Source: an optimization exercise on an open RTL-to-GDS flow (aim: small area). Production flows keep margins and buffers that such runs may drop.
Only simulation tests tie the RTL to the original design; equivalence was not proved.

[flow/run.sh]
#!/bin/bash
set -euo pipefail
W=$PWD
mkdir -p "$W/myscripts"
cp -r "$FLOW_HOME/scripts/." "$W/myscripts/"
cp "$W/flow/abc_area.script" "$W/myscripts/abc_area.script"
bash standard.sh "SCRIPTS_DIR=$W/myscripts" "ADDER_MAP_FILE=" synth > "$W/synth.log" 2>&1
R=$W/orfs/results/$FLOW_PLATFORM/sin_gen/base
python3 "$W/flow/upsize.py" "$R/1_2_yosys.v" > "$W/upsize.log" 2>&1
rm -f "$R/1_synth.odb" "$R/1_synth.sdc"
bash standard.sh "SCRIPTS_DIR=$W/myscripts" "ADDER_MAP_FILE=" synth > "$W/synth2.log" 2>&1
bash standard.sh "BUFFER_PORTS_ARGS=-buffer_cell sky130_fd_sc_hd__buf_1" \
  "CTS_ARGS=-sink_clustering_enable -repair_clock_nets -buf_list sky130_fd_sc_hd__clkbuf_4 -dont_use_dummy_load" \
  finish > "$W/layout.log" 2>&1
[standard.sh]
#!/bin/bash
# synth_recipe.tcl (not shown) runs the flow's synth.tcl, then flattens the netlist and writes it again
# the make line also repeats each setting of config.mk as NAME=value (left out here)
make -C /OpenROAD-flow-scripts/flow DESIGN_CONFIG=/design/flow/config.mk WORK_HOME=/design/flow/orfs CLKGATE_MAP_FILE= SYNTH_SCRIPT=/design/flow/synth_recipe.tcl "${@:-finish}"
[config.mk]
export PLATFORM = sky130hd
export DESIGN_NAME = sin_gen
export DESIGN_NICKNAME = sin_gen
export VERILOG_FILES = /design/flow/design.v
export SDC_FILE = /design/flow/constraint.sdc
export NUM_CORES = 4
export LEC_CHECK = 0
export ABC_AREA = 1
export CAP_MARGIN = 20
export CELL_PAD_IN_SITES_DETAIL_PLACEMENT = 1
export CELL_PAD_IN_SITES_GLOBAL_PLACEMENT = 2
export CORE_MARGIN = 2
export CORE_UTILIZATION = 40
export GPL_TIMING_DRIVEN = 1
export SLEW_MARGIN = 20
export SYNTH_MEMORY_MAX_BITS = 16384
[design.v]
module sin_gen #(
  parameter phase_width     = 9,
  parameter data_width      = 16,
  parameter sampling_f      = 4535,    
  parameter clock_cnt_width = 13
)(
  input                        clk,         
  input                        rst,         
  input      [phase_width-1:0] phase_incr,  
  output     [phase_width-1:0] phase_out,
  output     [data_width-1:0]  signal_out,
  output                       fs_out       
);
  reg  [8:0]  phase_cnt;    
  reg         ph_s;
  reg         ph_r;
  reg  [6:0]  ph_i;
  reg  [11:0] c;            
  reg         clock_out;    
  wire term = (c & 12'h27f) == 12'h07f;    
  wire fb   = ~(c[11] ^ c[10]);
  wire [6:0] fold;
  wire [6:0] low_or;
  assign low_or[0] = 1'b0;
  genvar gi;
  generate for (gi = 1; gi < 7; gi = gi + 1) begin : g_fold
    assign low_or[gi] = low_or[gi-1] | phase_cnt[gi-1];
  end endgenerate
  assign fold = phase_cnt[6:0] ^ ({7{phase_cnt[7]}} & low_or);
  always @(posedge clk) begin
    if (rst) begin
      phase_cnt <= 9'd0;
      ph_s      <= 1'b0;
      ph_r      <= 1'b0;
      ph_i      <= 7'd0;
      c         <= 12'h0e5;
      clock_out <= 1'b1;
    end else begin
      ph_s <= phase_cnt[8];
      ph_r <= phase_cnt[7];
      ph_i <= fold;
      if (term) begin
        c         <= clock_out ? 12'h072 : 12'h0e5;
        clock_out <= ~clock_out;
        if (!clock_out)
          phase_cnt <= phase_cnt + phase_incr;
      end else begin
        c <= {c[10:0], fb};
      end
    end
  end
  assign phase_out = phase_cnt;
  assign fs_out    = clock_out;
  wire [8:0]  p = {ph_s, ph_r, ph_i};
  wire [15:0] rom;
  wire n26, n27, n28, n29, n30, n31, n32, n33, n34, n35, n36, n37;
  wire n38, n39, n40, n41, n42, n43, n44, n45, n46, n47, n48, n49;
  wire n50, n51, n52, n53, n54, n55, n56, n57, n58, n59, n60, n61;
  wire n62, n63, n64, n65, n66, n67, n68, n69, n70, n71, n72, n73;
  wire n74, n75, n76, n77, n78, n79, n80, n81, n82, n83, n84, n85;
  wire n86, n87, n88, n89, n90, n91, n92, n93, n94, n95, n96, n97;
  wire n98, n99, n100, n101, n102, n103, n104, n105, n106, n107, n108, n109;
  wire n110, n111, n112, n113, n114, n115, n116, n117, n118, n119, n120, n121;
  wire n122, n123, n124, n125, n126, n127, n128, n129, n130, n131, n132, n133;
  wire n134, n135, n136, n137, n138, n139, n140, n141, n142, n143, n144, n145;
  wire n146, n148, n149, n150, n151, n152, n153, n154, n155, n156, n157, n158;
  wire n159, n160, n161, n162, n163, n164, n165, n166, n167, n168, n169, n170;
  wire n171, n172, n173, n174, n175, n176, n177, n178, n179, n180, n181, n182;
  wire n183, n184, n185, n186, n187, n188, n189, n190, n191, n192, n193, n195;
  wire n196, n197, n198, n199, n200, n201, n202, n203, n204, n205, n206, n207;
  wire n208, n209, n210, n211, n212, n213, n214, n215, n216, n217, n218, n219;
  wire n220, n221, n222, n223, n224, n225, n226, n227, n228, n229, n230, n231;
  wire n232, n233, n235, n236, n237, n238, n239, n240, n241, n242, n243, n244;
  wire n245, n246, n247, n248, n249, n250, n251, n252, n253, n254, n255, n256;
  wire n257, n258, n259, n260, n261, n262, n263, n264, n265, n266, n267, n268;
  wire n269, n270, n271, n272, n273, n274, n276, n277, n278, n279, n280, n281;
  wire n282, n283, n284, n285, n286, n287, n288, n289, n290, n291, n292, n293;
  wire n294, n295, n296, n297, n298, n299, n300, n301, n302, n303, n304, n305;
  wire n306, n307, n308, n310, n311, n312, n313, n314, n315, n316, n317, n318;
  wire n319, n320, n321, n322, n323, n324, n325, n326, n327, n328, n329, n330;
  wire n331, n332, n334, n335, n336, n337, n338, n339, n340, n341, n342, n343;
  wire n344, n345, n346, n347, n348, n349, n350, n351, n352, n353, n354, n355;
  wire n356, n357, n358, n359, n360, n361, n362, n363, n364, n366, n367, n368;
  wire n369, n370, n371, n372, n373, n374, n375, n376, n377, n378, n379, n380;
  wire n381, n382, n383, n384, n385, n386, n387, n388, n389, n390, n391, n392;
  wire n393, n394, n396, n397, n398, n399, n400, n401, n402, n403, n404, n405;
  wire n406, n407, n408, n409, n410, n411, n412, n413, n414, n415, n416, n417;
  wire n418, n420, n421, n422, n423, n424, n425, n426, n427, n428, n429, n430;
  wire n431, n432, n433, n434, n435, n436, n437, n438, n439, n440, n442, n443;
  wire n444, n445, n446, n447, n448, n449, n450, n451, n452, n453, n454, n455;
  wire n456, n457, n458, n459, n460, n461, n462, n463, n465, n466, n467, n468;
  wire n469, n470, n471, n472, n473, n474, n475, n476, n477, n478, n479, n481;
  wire n482, n483, n484, n485, n487, n488, n489, n491;
  assign n26 = ~p[0] & ~p[1];
  assign n27 = p[0] & p[1];
  assign n28 = ~n26 & ~n27;
  assign n29 = p[3] & n28;
  assign n30 = ~p[2] & n29;
  assign n31 = ~p[0] & ~p[2];
  assign n32 = ~p[1] & ~p[2];
  assign n33 = p[1] & p[2];
  assign n34 = ~n32 & ~n33;
  assign n35 = p[0] & ~n34;
  assign n36 = ~n26 & ~n35;
  assign n37 = p[3] & ~n36;
  assign n38 = ~n31 & n37;
  assign n39 = ~n30 & ~n38;
  assign n40 = ~p[3] & ~n31;
  assign n41 = n34 & n40;
  assign n42 = n39 & ~n41;
  assign n43 = ~p[0] & ~p[3];
  assign n44 = n32 & n43;
  assign n45 = p[4] & ~n44;
  assign n46 = p[0] & p[2];
  assign n47 = n29 & ~n46;
  assign n48 = n45 & ~n47;
  assign n49 = ~p[5] & n48;
  assign n50 = n42 & n49;
  assign n51 = ~p[4] & ~p[5];
  assign n52 = ~p[2] & ~p[3];
  assign n53 = p[1] & n52;
  assign n54 = p[2] & ~n27;
  assign n55 = ~p[3] & n54;
  assign n56 = ~n53 & ~n55;
  assign n57 = n39 & n56;
  assign n58 = n51 & ~n57;
  assign n59 = ~p[3] & n27;
  assign n60 = ~n30 & ~n59;
  assign n61 = p[2] & p[3];
  assign n62 = ~p[1] & n61;
  assign n63 = ~p[0] & n62;
  assign n64 = n60 & ~n63;
  assign n65 = p[4] & n64;
  assign n66 = ~p[0] & p[2];
  assign n67 = p[3] & ~n66;
  assign n68 = ~n32 & n67;
  assign n69 = n29 & ~n68;
  assign n70 = n34 & n43;
  assign n71 = ~p[4] & ~n70;
  assign n72 = ~n69 & n71;
  assign n73 = p[5] & ~n72;
  assign n74 = ~n65 & n73;
  assign n75 = p[6] & ~n74;
  assign n76 = ~n58 & n75;
  assign n77 = ~n50 & n76;
  assign n78 = ~n37 & ~n53;
  assign n79 = ~n69 & n78;
  assign n80 = ~n27 & n40;
  assign n81 = n79 & ~n80;
  assign n82 = ~p[4] & ~n26;
  assign n83 = ~p[3] & n82;
  assign n84 = ~n81 & n83;
  assign n85 = ~p[3] & p[4];
  assign n86 = ~n36 & n85;
  assign n87 = n60 & n82;
  assign n88 = ~n86 & ~n87;
  assign n89 = ~n84 & n88;
  assign n90 = ~n31 & ~n89;
  assign n91 = p[0] & ~p[2];
  assign n92 = p[4] & ~n91;
  assign n93 = n29 & n92;
  assign n94 = ~p[5] & ~n93;
  assign n95 = ~n90 & n94;
  assign n96 = n40 & ~n46;
  assign n97 = ~p[4] & ~n96;
  assign n98 = p[3] & ~n28;
  assign n99 = ~n91 & n98;
  assign n100 = ~n62 & ~n99;
  assign n101 = n97 & n100;
  assign n102 = p[3] & ~n31;
  assign n103 = ~n52 & ~n61;
  assign n104 = ~n26 & ~n103;
  assign n105 = n102 & ~n104;
  assign n106 = p[0] & ~p[1];
  assign n107 = n45 & ~n106;
  assign n108 = ~n105 & n107;
  assign n109 = ~n101 & ~n108;
  assign n110 = p[5] & ~n109;
  assign n111 = ~p[6] & ~n110;
  assign n112 = ~n95 & n111;
  assign n113 = ~n77 & ~n112;
  assign n114 = ~p[2] & ~n43;
  assign n115 = p[1] & ~n114;
  assign n116 = ~p[4] & ~n115;
  assign n117 = ~n48 & ~n116;
  assign n118 = p[5] & ~n117;
  assign n119 = p[3] & ~p[4];
  assign n120 = p[1] & n119;
  assign n121 = n31 & n120;
  assign n122 = p[3] & p[4];
  assign n123 = n54 & n122;
  assign n124 = ~p[5] & ~n123;
  assign n125 = ~n121 & n124;
  assign n126 = ~n118 & ~n125;
  assign n127 = ~p[6] & ~n126;
  assign n128 = p[4] & n30;
  assign n129 = n31 & n119;
  assign n130 = ~n128 & ~n129;
  assign n131 = p[5] & ~n130;
  assign n132 = p[0] & n51;
  assign n133 = ~n120 & n132;
  assign n134 = n56 & n133;
  assign n135 = ~n33 & ~n114;
  assign n136 = p[4] & ~p[5];
  assign n137 = p[0] & p[3];
  assign n138 = n136 & ~n137;
  assign n139 = ~n135 & n138;
  assign n140 = p[6] & ~n139;
  assign n141 = ~n134 & n140;
  assign n142 = ~n131 & n141;
  assign n143 = p[8] & ~n142;
  assign n144 = ~n127 & n143;
  assign n145 = ~n113 & ~n144;
  assign n146 = n113 & n144;
  assign rom[0] = n145 | n146;
  assign n148 = p[8] & n145;
  assign n149 = ~p[1] & ~n31;
  assign n150 = n85 & ~n149;
  assign n151 = ~n122 & ~n150;
  assign n152 = n64 & ~n103;
  assign n153 = p[1] & n152;
  assign n154 = ~n151 & ~n153;
  assign n155 = ~n28 & n103;
  assign n156 = p[2] & ~p[3];
  assign n157 = ~p[0] & p[1];
  assign n158 = ~n156 & n157;
  assign n159 = ~p[4] & ~n158;
  assign n160 = ~n155 & n159;
  assign n161 = ~n154 & ~n160;
  assign n162 = p[5] & ~n161;
  assign n163 = ~n91 & ~n106;
  assign n164 = n106 & n156;
  assign n165 = ~n163 & ~n164;
  assign n166 = ~n32 & n165;
  assign n167 = ~p[3] & n66;
  assign n168 = p[4] & ~n167;
  assign n169 = ~n166 & n168;
  assign n170 = ~p[5] & ~n169;
  assign n171 = ~n87 & n170;
  assign n172 = p[6] & ~n171;
  assign n173 = ~n162 & n172;
  assign n174 = n34 & ~n106;
  assign n175 = n67 & ~n174;
  assign n176 = ~p[4] & ~n175;
  assign n177 = ~n31 & ~n59;
  assign n178 = p[1] & ~n177;
  assign n179 = n176 & ~n178;
  assign n180 = p[1] & ~n61;
  assign n181 = p[4] & ~n180;
  assign n182 = ~n179 & ~n181;
  assign n183 = ~p[5] & ~n182;
  assign n184 = ~n30 & n71;
  assign n185 = ~n85 & ~n92;
  assign n186 = ~n80 & ~n185;
  assign n187 = p[5] & ~n186;
  assign n188 = ~n184 & n187;
  assign n189 = ~p[6] & ~n188;
  assign n190 = ~n183 & n189;
  assign n191 = ~n173 & ~n190;
  assign n192 = ~n148 & n191;
  assign n193 = n148 & ~n191;
  assign rom[1] = ~n192 & ~n193;
  assign n195 = p[8] & ~n192;
  assign n196 = ~p[1] & n43;
  assign n197 = n92 & ~n196;
  assign n198 = ~n68 & n97;
  assign n199 = ~n197 & ~n198;
  assign n200 = ~p[5] & ~n199;
  assign n201 = p[2] & n159;
  assign n202 = p[5] & ~n201;
  assign n203 = ~p[4] & p[5];
  assign n204 = n103 & n203;
  assign n205 = ~n202 & ~n204;
  assign n206 = ~n84 & ~n205;
  assign n207 = n34 & ~n91;
  assign n208 = ~n35 & ~n207;
  assign n209 = n122 & ~n208;
  assign n210 = ~p[3] & n163;
  assign n211 = p[4] & n210;
  assign n212 = ~n129 & ~n211;
  assign n213 = ~n209 & n212;
  assign n214 = n206 & n213;
  assign n215 = ~n200 & ~n214;
  assign n216 = p[6] & ~n215;
  assign n217 = ~n81 & n92;
  assign n218 = ~n47 & ~n196;
  assign n219 = n97 & n218;
  assign n220 = ~n38 & n219;
  assign n221 = p[5] & ~n220;
  assign n222 = ~n217 & n221;
  assign n223 = ~p[4] & ~n103;
  assign n224 = ~n37 & n223;
  assign n225 = ~n70 & ~n175;
  assign n226 = n45 & n225;
  assign n227 = ~p[5] & ~n226;
  assign n228 = ~n224 & n227;
  assign n229 = ~p[6] & ~n228;
  assign n230 = ~n222 & n229;
  assign n231 = ~n216 & ~n230;
  assign n232 = ~n195 & ~n231;
  assign n233 = n195 & n231;
  assign rom[2] = ~n232 & ~n233;
  assign n235 = p[8] & ~n232;
  assign n236 = ~p[3] & n35;
  assign n237 = ~n70 & ~n236;
  assign n238 = ~n103 & n237;
  assign n239 = ~n26 & ~n238;
  assign n240 = n136 & ~n239;
  assign n241 = ~n132 & ~n240;
  assign n242 = ~n99 & ~n241;
  assign n243 = p[4] & ~n62;
  assign n244 = n177 & n243;
  assign n245 = n206 & ~n244;
  assign n246 = ~n242 & ~n245;
  assign n247 = ~p[6] & ~n246;
  assign n248 = ~p[1] & p[3];
  assign n249 = n66 & ~n248;
  assign n250 = ~n165 & ~n249;
  assign n251 = p[2] & n250;
  assign n252 = ~n153 & ~n251;
  assign n253 = p[5] & n237;
  assign n254 = n252 & n253;
  assign n255 = ~n203 & ~n254;
  assign n256 = ~p[4] & ~n210;
  assign n257 = n34 & n102;
  assign n258 = ~n54 & ~n257;
  assign n259 = n256 & n258;
  assign n260 = ~n255 & ~n259;
  assign n261 = p[4] & ~n35;
  assign n262 = ~n66 & n261;
  assign n263 = ~n42 & n262;
  assign n264 = n237 & ~n248;
  assign n265 = ~p[4] & ~n264;
  assign n266 = n105 & ~n262;
  assign n267 = ~p[5] & ~n266;
  assign n268 = ~n265 & n267;
  assign n269 = ~n263 & n268;
  assign n270 = p[6] & ~n269;
  assign n271 = ~n260 & n270;
  assign n272 = ~n247 & ~n271;
  assign n273 = ~n235 & n272;
  assign n274 = n235 & ~n272;
  assign rom[3] = ~n273 & ~n274;
  assign n276 = p[8] & ~n273;
  assign n277 = n103 & ~n174;
  assign n278 = n42 & ~n277;
  assign n279 = ~n46 & n180;
  assign n280 = ~p[3] & ~n279;
  assign n281 = ~p[4] & ~n280;
  assign n282 = ~n106 & n281;
  assign n283 = ~n278 & n282;
  assign n284 = n78 & n261;
  assign n285 = p[5] & ~n284;
  assign n286 = ~n283 & n285;
  assign n287 = ~n70 & n136;
  assign n288 = ~n104 & n287;
  assign n289 = p[1] & n51;
  assign n290 = ~p[6] & ~n289;
  assign n291 = ~n288 & n290;
  assign n292 = ~n286 & n291;
  assign n293 = n100 & n136;
  assign n294 = ~n29 & n159;
  assign n295 = ~n277 & n294;
  assign n296 = ~n293 & ~n295;
  assign n297 = ~n150 & ~n296;
  assign n298 = ~n29 & ~n55;
  assign n299 = n135 & n298;
  assign n300 = n186 & ~n299;
  assign n301 = p[5] & ~n300;
  assign n302 = ~n297 & ~n301;
  assign n303 = ~n79 & n203;
  assign n304 = p[6] & ~n303;
  assign n305 = ~n302 & n304;
  assign n306 = ~n292 & ~n305;
  assign n307 = ~n276 & ~n306;
  assign n308 = n276 & n306;
  assign rom[4] = ~n307 & ~n308;
  assign n310 = p[8] & ~n307;
  assign n311 = ~p[2] & ~p[4];
  assign n312 = ~p[5] & ~n311;
  assign n313 = ~n45 & n312;
  assign n314 = ~n91 & n262;
  assign n315 = p[1] & n61;
  assign n316 = ~p[4] & ~n315;
  assign n317 = ~n298 & n316;
  assign n318 = p[5] & ~n317;
  assign n319 = ~n314 & n318;
  assign n320 = ~n313 & ~n319;
  assign n321 = ~p[6] & ~n320;
  assign n322 = ~n185 & n252;
  assign n323 = ~p[4] & ~n152;
  assign n324 = ~n322 & ~n323;
  assign n325 = ~p[5] & ~n324;
  assign n326 = ~n128 & ~n211;
  assign n327 = n202 & n326;
  assign n328 = ~n325 & ~n327;
  assign n329 = p[6] & ~n328;
  assign n330 = ~n321 & ~n329;
  assign n331 = n310 & ~n330;
  assign n332 = ~n310 & n330;
  assign rom[5] = ~n331 & ~n332;
  assign n334 = ~p[6] & n51;
  assign n335 = n44 & n334;
  assign n336 = p[8] & ~n335;
  assign n337 = ~n53 & ~n315;
  assign n338 = n225 & n337;
  assign n339 = ~n322 & n338;
  assign n340 = n181 & ~n339;
  assign n341 = ~n38 & n256;
  assign n342 = ~n340 & ~n341;
  assign n343 = p[5] & ~n342;
  assign n344 = ~p[0] & n119;
  assign n345 = ~p[5] & ~n344;
  assign n346 = p[0] & ~n119;
  assign n347 = n32 & n85;
  assign n348 = ~n346 & ~n347;
  assign n349 = n345 & n348;
  assign n350 = ~p[6] & ~n349;
  assign n351 = ~n343 & n350;
  assign n352 = ~n40 & n264;
  assign n353 = ~n149 & ~n352;
  assign n354 = p[4] & ~n353;
  assign n355 = ~p[4] & ~n250;
  assign n356 = p[5] & ~n355;
  assign n357 = ~n354 & n356;
  assign n358 = ~n41 & n136;
  assign n359 = ~n37 & n358;
  assign n360 = p[6] & ~n359;
  assign n361 = ~n357 & n360;
  assign n362 = ~n351 & ~n361;
  assign n363 = n336 & ~n362;
  assign n364 = ~n336 & n362;
  assign rom[6] = ~n363 & ~n364;
  assign n366 = p[0] & ~n150;
  assign n367 = ~n314 & n366;
  assign n368 = p[4] & n66;
  assign n369 = ~p[5] & ~n368;
  assign n370 = ~n367 & n369;
  assign n371 = p[3] & n27;
  assign n372 = ~n164 & n203;
  assign n373 = ~n371 & n372;
  assign n374 = ~n279 & n373;
  assign n375 = p[5] & n85;
  assign n376 = n34 & n375;
  assign n377 = ~n374 & ~n376;
  assign n378 = ~n370 & n377;
  assign n379 = p[6] & ~n378;
  assign n380 = p[3] & n208;
  assign n381 = n281 & ~n380;
  assign n382 = n92 & ~n249;
  assign n383 = p[5] & ~n382;
  assign n384 = ~n381 & n383;
  assign n385 = ~n27 & n83;
  assign n386 = ~n28 & n45;
  assign n387 = ~p[5] & ~n120;
  assign n388 = ~n386 & n387;
  assign n389 = ~n385 & n388;
  assign n390 = ~n384 & ~n389;
  assign n391 = ~p[6] & ~n390;
  assign n392 = ~n379 & ~n391;
  assign n393 = n336 & ~n392;
  assign n394 = ~n336 & n392;
  assign rom[7] = n393 | n394;
  assign n396 = ~n98 & n154;
  assign n397 = ~n129 & ~n265;
  assign n398 = ~n37 & ~n397;
  assign n399 = ~n396 & ~n398;
  assign n400 = p[5] & ~n399;
  assign n401 = n184 & ~n251;
  assign n402 = ~p[5] & ~n262;
  assign n403 = ~n401 & n402;
  assign n404 = ~n400 & ~n403;
  assign n405 = ~p[6] & ~n404;
  assign n406 = ~n59 & n338;
  assign n407 = n136 & ~n406;
  assign n408 = ~n54 & ~n85;
  assign n409 = ~n315 & n408;
  assign n410 = p[4] & ~n347;
  assign n411 = p[5] & ~n410;
  assign n412 = ~n409 & n411;
  assign n413 = p[6] & ~n289;
  assign n414 = ~n412 & n413;
  assign n415 = ~n407 & n414;
  assign n416 = ~n405 & ~n415;
  assign n417 = n336 & ~n416;
  assign n418 = ~n336 & n416;
  assign rom[8] = ~n417 & ~n418;
  assign n420 = n71 & n135;
  assign n421 = n45 & ~n156;
  assign n422 = ~n257 & n421;
  assign n423 = ~n420 & ~n422;
  assign n424 = p[5] & ~n423;
  assign n425 = n136 & n338;
  assign n426 = ~n41 & ~n47;
  assign n427 = n176 & n426;
  assign n428 = ~p[6] & ~n427;
  assign n429 = ~n425 & n428;
  assign n430 = ~n424 & n429;
  assign n431 = ~n26 & n61;
  assign n432 = n136 & ~n431;
  assign n433 = n56 & n432;
  assign n434 = ~n34 & n51;
  assign n435 = p[6] & ~n204;
  assign n436 = ~n434 & n435;
  assign n437 = ~n433 & n436;
  assign n438 = ~n430 & ~n437;
  assign n439 = n336 & ~n438;
  assign n440 = ~n336 & n438;
  assign rom[9] = ~n439 & ~n440;
  assign n442 = p[3] & ~n33;
  assign n443 = n45 & ~n442;
  assign n444 = ~n257 & n316;
  assign n445 = ~n52 & ~n196;
  assign n446 = n444 & n445;
  assign n447 = ~n443 & ~n446;
  assign n448 = p[5] & ~n447;
  assign n449 = n136 & ~n277;
  assign n450 = ~p[3] & ~n33;
  assign n451 = n444 & ~n450;
  assign n452 = ~n449 & ~n451;
  assign n453 = ~n448 & n452;
  assign n454 = ~p[6] & ~n453;
  assign n455 = ~n168 & ~n316;
  assign n456 = ~p[5] & ~n450;
  assign n457 = ~n455 & n456;
  assign n458 = n52 & n203;
  assign n459 = p[6] & ~n458;
  assign n460 = ~n457 & n459;
  assign n461 = ~n454 & ~n460;
  assign n462 = n336 & ~n461;
  assign n463 = ~n336 & n461;
  assign rom[10] = ~n462 & ~n463;
  assign n465 = p[4] & n445;
  assign n466 = ~p[5] & ~n465;
  assign n467 = ~n444 & n466;
  assign n468 = ~n122 & ~n444;
  assign n469 = p[5] & ~n468;
  assign n470 = ~p[6] & ~n469;
  assign n471 = ~n467 & n470;
  assign n472 = ~p[4] & n450;
  assign n473 = p[6] & ~n472;
  assign n474 = n168 & ~n450;
  assign n475 = ~p[5] & ~n474;
  assign n476 = n473 & n475;
  assign n477 = ~n471 & ~n476;
  assign n478 = n336 & ~n477;
  assign n479 = ~n336 & n477;
  assign rom[11] = n478 | n479;
  assign n481 = p[5] & ~n444;
  assign n482 = ~n466 & ~n481;
  assign n483 = ~n473 & ~n482;
  assign n484 = n336 & ~n483;
  assign n485 = ~n336 & n483;
  assign rom[12] = ~n484 & ~n485;
  assign n487 = ~p[6] & ~n481;
  assign n488 = n336 & ~n487;
  assign n489 = ~n336 & n487;
  assign rom[13] = ~n488 & ~n489;
  assign n491 = p[7] & n335;
  assign rom[14] = n336 | n491;
  assign rom[15] = p[8] & rom[14];
  assign signal_out = rom;
endmodule
[flow/abc_area.script]
strash
dch -f
amap
topo
[flow/upsize.py]
#!/usr/bin/env python3
"""Give flip-flops that drive a large fanout a stronger drive (dfxtp_1 -> dfxtp_2/4)
in the synthesised netlist, instead of leaving the placer to buffer their nets.
Only the drive strength of a register's cell changes; its type and name stay."""
import re, sys
fn = sys.argv[1]
v = open(fn).read()
insts = re.findall(r'(sky130_fd_sc_hd__\w+)\s+(\\?\S+)\s*\((.*?)\);', v, re.S)
loads = {}
for typ, name, pins in insts:
    for pin, net in re.findall(r'\.(\w+)\(([^()]*)\)', pins):
        if pin not in ('X', 'Y', 'Q', 'Q_N', 'COUT', 'SUM'):
            loads[net.strip()] = loads.get(net.strip(), 0) + 1
out = v
for typ, name, pins in insts:
    if typ != 'sky130_fd_sc_hd__dfxtp_1':
        continue
    q = dict((a, b.strip()) for a, b in re.findall(r'\.(\w+)\(([^()]*)\)', pins))['Q']
    n = loads.get(q, 0)
    new = 'sky130_fd_sc_hd__dfxtp_4' if n > 24 else 'sky130_fd_sc_hd__dfxtp_2' if n > 12 else None
    if new:
        old = '%s %s' % (typ, name)
        assert out.count(old) == 1, old
        out = out.replace(old, '%s %s' % (new, name))
        print('%s: %d loads -> %s' % (name, n, new))
open(fn, 'w').write(out)
[constraint.sdc]
create_clock -name core_clock -period 10.0 [get_ports {clk}]
set_input_delay 2.0000 -clock core_clock [delete_from_list [all_inputs] [get_ports {clk}]]
set_output_delay 2.0000 -clock core_clock [all_outputs]
set_load 0.01 [all_outputs]
==> results.sh <==
export IMPL_status="timing/DRC/antenna clean"
export IMPL_synthArstFlopShare_pct=0
export IMPL_maxSlewHeadroom_pct=45.8
export IMPL_antenna_found_initial=0
export IMPL_rsz0062_at_grt="false"
export IMPL_max_cap_violations=0
export IMPL_synth_nets=471
export IMPL_setup_violations_final=0
export IMPL_wirelength_mm=11.8
export IMPL_grt_pass1_wl_mm=18.9
export IMPL_vias=3742
export IMPL_synth_top_cells_by_area="dfxtp_1, nor2_1, o21ai_0, clkinv_1, nand2_1"
export IMPL_reg2reg_slack_ns=7.21
export IMPL_vias_per_cell=6.44
export IMPL_synthDistinctLibCells=35
export IMPL_min_to="c[4]"
export IMPL_rows=30
export IMPL_io_buffers=36
export IMPL_grt_use_total_pct=32.7
export IMPL_arrival_ns=5.02
export IMPL_avgSynthCellArea_um2=5.92
export IMPL_tritoncts="yes"
export IMPL_cp_common_cell="nor2_1"
export IMPL_ys_ff_latch=31
export IMPL_finalHoldViolCount=0
export IMPL_grt_pass1_vias=3636
export IMPL_crit_path_top_delay_cell="dfxtp_1"
export IMPL_routabilityCongestion=1.10
export IMPL_core_mm2=0.00668
export IMPL_cp_slowest_stage_delay_ns=0.61
export IMPL_die_y_um=86.5
export IMPL_required_ns=8.00
export IMPL_nFillCells=977
export IMPL_yosysSeqAreaShare_pct=22.8
export IMPL_drv_slew=0
export IMPL_die_w_um=86.5
export IMPL_fin_crit_sh_pct=70.2
export IMPL_reg2reg_to="phase_cnt[8]"
export IMPL_r2r_start="c[0]"
export IMPL_antenna_left=0
export IMPL_finalClockSkew_ns=0.0135
export IMPL_power_leakage_nw=1.01
export IMPL_critPathMaxFanout=13
export IMPL_finalSetupTns_ns=0
export IMPL_cts_root_buf="clkbuf_4"
export IMPL_drt_initial_drc_count=434
export IMPL_fin_nets=514
export IMPL_wl_per_cell_um=20.3
export IMPL_yosys_area_top_type="dfxtp_1"
export IMPL_ir_drop_v=0.0000781
export IMPL_synth_yosys_warnings=1
export IMPL_p_per_area_mw_per_mm2=65.4
export IMPL_power_w=0.000196
export IMPL_hold_start="c[3]"
export IMPL_final_area_mm2=0.00300
export IMPL_yosys_area_mm2=0.00272
export IMPL_reg2regPathDepth=8
export IMPL_ctsResizeCount=0
export IMPL_cp_end_kind="output port"
export IMPL_postCtsHoldBufs=0
export IMPL_crit_chain="clkinv_1 -> nor2_1 -> nor2_1 -> nor2_1 -> nor2_1 -> nor2_1 -> a21oi_1 -> o21ai_0 -> nor2_1 -> o221a_1 -> nor2_1 -> o221a_1 -> a31oi_1 -> nor3_1 -> nor2_1 -> nor2_1 -> nor2_1 -> nor2_1 -> nor2_1 -> nor2_1 -> o21ai_0 -> o21ai_0 -> buf_1"
export IMPL_cp_start_kind="register"
export IMPL_clock_insertion_delay_worst_skew_ns=0.32
export IMPL_pin_count=37
export IMPL_die_area_mm2=0.00749
export IMPL_fin_crit_ns=7.02
export IMPL_yosys_area_top_type_share_pct=22.8
export IMPL_final_cell_mix="nor2_1, o21ai_0, clkinv_1"
export IMPL_hp_class="register to register"
export IMPL_layout_drive_gt1_share_pct=2.00
export IMPL_grt_ovfl_total=0
export IMPL_dp_hpwl_mm=9.24
export IMPL_cts_sinks=31
export IMPL_hold_depth=2
export IMPL_area_growth_pct=10.0
export IMPL_firstDrtPassIters=5
export IMPL_ys_flop_type="dfxtp_1"
export IMPL_clk_path_buf_depth=2
export IMPL_syn_instance_count=460
export IMPL_grt_max_degree=28
export IMPL_start_util_pct=40.8
export IMPL_fmax_mhz=143
export IMPL_remaining_drc_errors=0
export IMPL_crit_type="register to output port"
export IMPL_synth_area_mm2=0.00273
export IMPL_postPlaceCellArea_mm2=0.00296
export IMPL_path_clk_slew_ns=0.08
export IMPL_final_common_cell="nor2_1"
export IMPL_cts_buffers=5
export IMPL_worst_pin_slew_ns=0.813
export IMPL_post_cts_buffers=0
export IMPL_diodes=0
export IMPL_synth_edff_count=0
export IMPL_htreeDepth=2
## sequential cells by signal, summed over array words and instances (netlist names)
register   flops
clock_out      1
phase_cnt      9
c             12
ph_s           1
ph_r           1
ph_i           7
## final cells by class
cell class	count	area, um^2	share of cell area [%]
clock buffers	5	37.5	1.25
multi-input cells	377	1900	63.3
inverters	51	191	6.39
flip-flops and latches	31	628	21.0
well taps	80	100	3.34
repair buffers	37	143	4.76
## per-layer routing
metal  vias up  part of all wire, %  GRT usage, %  wire (um)
met2       215                   46          53.6       5380
li1       1738                    -             -          -
met1      1715                   40          39.7       4690
met3        74                  7.7          4.86        907
met5         -                    0             0          0
met4         0                  7.0          21.4        822
## report_power, final
part	internal (W)	switching (W)
Combinational	0.00000377	0.00000611
Sequential	0.000126	0.00000113
Clock	0.0000234	0.0000358
Total	0.000153	0.0000430
## stage by stage
| step | setup WS [ns] | instances | hold slack (ns) | utilization (%) |
|---|---|---|---|---|
| after floorplan | 4.42 | 460 | 0.402 | - |
| after global placement | 3.87 | 576 | 0.417 | 44.3 |
| after detailed placement | 3.56 | 576 | 0.426 | 44.3 |
| after CTS | 3.18 | 581 | 0.441 | 44.9 |
| after global routing | 2.57 | 581 | 0.459 | 44.9 |
| final | 2.98 | 581 | 0.434 | 44.9 |
## synthesized netlist by cell type, drive strengths merged, types with 2 or more instances
master and n:
nor2b 3, a31oi 7, nand3 4, a21oi 29, or3 2, nand2 47, o32a 4, o21a 8
a211oi 11, o221a 4, and3 4, o32ai 7, o41ai 2, o21ai 60, a2111oi 2, o221ai 3
clkinv 51, nor2 132, a221oi 7, dfxtp 31, o22ai 3, nor3 22, nor4 5
## worst max-delay path by stage
stage            start             to
6_report       ph_i[1]  signal_out[5]
5_1_grt        ph_i[1]  signal_out[5]
4_1_cts        ph_i[1]  signal_out[5]
3_5_place_dp   ph_i[1]  signal_out[5]
3_3_place_gp   ph_i[1]  signal_out[5]
2_1_floorplan  ph_i[1]  signal_out[5]
## cells by family (layout without fill, tap and decap cells)
kind of cell	Yosys count	in the layout	share of synthesized area (%)
flops	31	31	22.8
buf+inv	52	93	7.32
simple gates	221	221	33.2
compound gates	156	156	36.6
## critical path, delay by kind of cell, from the launching register on
family | cells | cell delay, ns
AO/OA/AOI/OAI | 7 | 1.07
buffers and inverters | 2 | 0.60
flip-flops | 1 | 0.61
AND/OR/NAND/NOR | 14 | 2.41

static timing again, ports no longer ideal:
In the flow no input, the clock included, has a driving cell. The finished layout below was timed again as built, in two steps.
Step 1 assumes that a clkbuf_16 drives the clock port and a buf_2 every other input.
Step 2 also shifts input and output timing later by t, the mid clock arrival at the registers, as if the neighbouring blocks saw the same clock.
Slacks: no drivers / after step 1 / after step 2; pairs: no drivers / after step 1.
t, ns: 0.336
setup slack, ns: 2.983 / 2.959 / 3.294
worst setup path after step 2: register to output
latest minus earliest clock arrival (ns): 0.013 / 0.013
worst data-port slew with drivers (ns): 0.03
After both steps setup and hold are still met in this run. For this run, drivers alone change the setup slack by -0.024 ns; drivers and shift together by +0.311 ns.
